From an optimization exercise on the open Yosys and OpenROAD flow, aimed at small area; shortcuts taken in it are not production practice.
At most, simulation tests tie the RTL to the original design; equivalence was not proved.
The flow treats the clock pin as an ideal source. Dropping or thinning the clock tree relies on that and would not hold on a real chip.
Power and IR drop assume default switching activity.

== P ==
## main
module main
  #(
    parameter gate_width = 10,
    parameter MMa_width = 5
   )
   (
    input  logic clk, start_read, reset, ADC_SDAT,
    output logic iv_hold, iv_reset,
    output logic [gate_width:0] gate,
    output logic [MMa_width - 1:0] M, Ma,
    output logic ADC_SCLK, ADC_CS_N, ADC_SADDR, Tx_out,
    output logic [7:0] LED
   );
For scale: roughly 190 cells after synthesis, ~31 flip-flops, roughly 39 I/O pins, roughly 1900 um^2 of cells after synthesis.
clock: 20.0 ns
lec_check: 0
cap_margin: 20
core_margin: 2
core_utilization: 40
slew_margin: 20
synth_hierarchical: 1
synth_minimum_keep_size: 0
standard.sh (not shown) runs the stock make flow with config.mk's settings and CLKGATE_MAP_FILE= SYNTH_SCRIPT=/design/flow/synth_recipe.tcl, a recipe that flattens the netlist after the stock synthesis.
==> flow/flow/run.sh <==
#!/bin/bash
# Layout flow: the standard flow (standard.sh, unchanged synthesis) with
#  - the smallest buffer (buf_1) on each input and output port,
#  - a clock tree of clkbuf_4 only and no dummy clock loads,
#  - power recovery (downsizing of gates with slack) after global routing.
# The make output goes to standard.log; each tool's log is under orfs/logs.
bash standard.sh \
  BUFFER_PORTS_ARGS="-buffer_cell sky130_fd_sc_hd__buf_1" \
  RECOVER_POWER=100 \
  SKIP_REPAIR_TIE_FANOUT=1 \
  CTS_ARGS="-sink_clustering_enable -repair_clock_nets -dont_use_dummy_load -buf_list sky130_fd_sc_hd__clkbuf_4" \
  finish > standard.log 2>&1
[flow] P | stages: complete | final checks: fail | reason: max-capacitance violations, max-slew violations
Here is what was changed in the inputs of Q compared with P.
diff --git a/flow/flow/run.sh b/flow/flow/run.sh
--- a/flow/flow/run.sh
+++ b/flow/flow/run.sh
@@ -9,3 +9,2 @@
   RECOVER_POWER=100 \
-  SKIP_REPAIR_TIE_FANOUT=1 \
   CTS_ARGS="-sink_clustering_enable -repair_clock_nets -dont_use_dummy_load -buf_list sky130_fd_sc_hd__clkbuf_4" \
Findings:
From P to Q, number of routed nets with antenna violations did not move at all. Changes observed in Q relative to P: clock network fraction of total power +0.5 points, final design area excluding fillers went up, final cell count has increased. Nothing crashed in Q and all stages finished; the problem is that the final layout failed, the offending checks being max-capacitance violations, max-slew violations. The critical path's largest stage delay of Q exceeds that of P by 0.04 ns. Delta (Q minus P): post-placement cell area saw an increase, number of instances on the worst hold path closely matched the old numbers, number of global-route vias before repair held. Re leftover overflow at the end of global routing: no difference whatsoever between P and Q.
Function was not checked in any run of this note: the RTL went through the layout flow alone.


## before
Another version of the RTL of main (not shown whole).
Size: roughly 170 cells after synthesis, ~30 flip-flops, roughly 1800 um2 of cells after synthesis.
==> flow/config.mk <==
export PLATFORM = sky130hd
export DESIGN_NAME = main
export DESIGN_NICKNAME = main
export VERILOG_FILES = /design/flow/design.v
export SDC_FILE = /design/flow/constraint.sdc
export NUM_CORES = 4
export LEC_CHECK = 0
export CAP_MARGIN = 20
export CORE_MARGIN = 2
export CORE_UTILIZATION = 40
export SLEW_MARGIN = 20
export SYNTH_HIERARCHICAL = 1
export SYNTH_MINIMUM_KEEP_SIZE = 0
==> flow/constraint.sdc <==
create_clock -name core_clock -period 20.0 [get_ports {clk}]
set_input_delay 4.0000 -clock core_clock [delete_from_list [all_inputs] [get_ports {clk}]]
set_output_delay 4.0000 -clock core_clock [all_outputs]
set_load 0.01 [all_outputs]
==> flow/flow/run.sh <==
#!/bin/bash
# Layout flow: the standard flow (standard.sh, its synthesis unchanged) with
#  - every logic gate swapped for the smallest cell of its footprint after the
#    floorplan (flow/downsize.tcl); placement's repair_design then fixes slew
#    and capacitance,
#  - the smallest buffer (buf_1) on each input and output port,
#  - one tie cell for the constant outputs (no tie fanout repair),
#  - a clock tree of clkbuf_4 only and no dummy clock loads,
#  - power recovery (downsizing of gates with slack) after global routing.
# Each step's output goes to a log of its own here; the tools' logs are under
# orfs/logs.
set -e
ARGS=(
  BUFFER_PORTS_ARGS="-buffer_cell sky130_fd_sc_hd__buf_1"
  RECOVER_POWER=100
  SKIP_REPAIR_TIE_FANOUT=1
  CTS_ARGS="-sink_clustering_enable -repair_clock_nets -dont_use_dummy_load -buf_list sky130_fd_sc_hd__clkbuf_4"
)
bash standard.sh "${ARGS[@]}" floorplan > standard_floorplan.log 2>&1
openroad -no_init -exit flow/downsize.tcl > downsize.log 2>&1
bash standard.sh "${ARGS[@]}" finish > standard.log 2>&1
Other scripts of this flow, unchanged in this note and not shown: flow/flow/downsize.tcl
Both conditions hold for before: the flow ran to the end and the final layout passed the timing, DRC and antenna checks.
#### Input delta (after over before)
diff --git a/flow/flow/run.sh b/flow/flow/run.sh
--- a/flow/flow/run.sh
+++ b/flow/flow/run.sh
@@ -6,5 +6,6 @@
 #  - the smallest buffer (buf_1) on each input and output port,
 #  - one tie cell for the constant outputs (no tie fanout repair),
-#  - a clock tree of clkbuf_4 only and no dummy clock loads,
+#  - a single clkbuf_16 driving every flip-flop (flow/collapse.tcl, after
+#    clock tree synthesis),
 #  - power recovery (downsizing of gates with slack) after global routing.
 # Each step's output goes to a log of its own here; the tools' logs are under
@@ -15,4 +16,5 @@
   RECOVER_POWER=100
   SKIP_REPAIR_TIE_FANOUT=1
+  POST_CTS_TCL="$PWD/flow/collapse.tcl"
   CTS_ARGS="-sink_clustering_enable -repair_clock_nets -dont_use_dummy_load -buf_list sky130_fd_sc_hd__clkbuf_4"
 )
==> flow/flow/collapse.tcl (new file) <==
# After clock tree synthesis: one clock buffer drives every flip-flop. The
# leaf buffers of the tree are removed, their loads moved to the root
# buffer's net, and the root buffer is sized up to drive them.
set block [ord::get_db_block]
set root [$block findInst clkbuf_0_clk]
set rootnet [[$root findITerm X] getNet]
set nleaf 0
foreach inst [$block getInsts] {
  if {![string match "clkbuf_*__f_clk" [$inst getName]]} { continue }
  set leafnet [[$inst findITerm X] getNet]
  foreach it [$leafnet getITerms] {
    if {[$it getInst] == $inst} { continue }
    $it disconnect
    $it connect $rootnet
  }
  [$inst findITerm A] disconnect
  [$inst findITerm X] disconnect
  odb::dbInst_destroy $inst
  odb::dbNet_destroy $leafnet
  incr nleaf
}
replace_cell clkbuf_0_clk [get_lib_cells sky130_fd_sc_hd__clkbuf_16]
puts "clock tree collapsed: $nleaf leaf buffers removed"
detailed_placement
estimate_parasitics -placement
report_clock_skew
[summary]
Re total of buffers placed on input and output ports: no difference whatsoever between after and before.
before reports its first element of the critical path as seg[3] while after reports seg[4].
On global-route wire length before repair, after tracks before almost exactly.
Total iterations of the first detailed-routing run up 1 in after wrt before
In the metrics for before and after, the one carrying the lower wire length reported by the detailed router is before.

-- what the ideal ports hide --
In the flow no input, the clock included, has a driving cell. The finished layouts below were timed again as built, in two steps.
Step 1 (the two cells are an assumption about what drives the block):
set clk [get_ports {clk}]
set_driving_cell -lib_cell sky130_fd_sc_hd__clkbuf_16 $clk
set_driving_cell -lib_cell sky130_fd_sc_hd__buf_2 [delete_from_list [all_inputs] $clk]
Step 2 moves the port delays by t, midway between the first and last clock arrival at a register: inputs arrive t later, outputs are due t later. That takes back most of the time a late clock gives input paths.
Slacks: ideal / step 1 / step 2; pairs: ideal / step 1.
run	shift t [ns]	setup slack, ns	hold WS [ns]	latest minus earliest clock arrival (ns)	cell pins on the clock port's net
P	0.339	11.935 / 11.911 / 12.250	0.459 / 0.459 / 0.459	0.030 / 0.031	1
Q	0.346	11.800 / 11.778 / 12.124	0.459 / 0.459 / 0.459	0.026 / 0.026	1
before	0.340	13.302 / 13.278 / 13.618	0.451 / 0.451 / 0.451	0.028 / 0.028	1
after	0.200	13.452 / 13.421 / 13.620	0.456 / 0.456 / 0.456	0.009 / 0.009	1
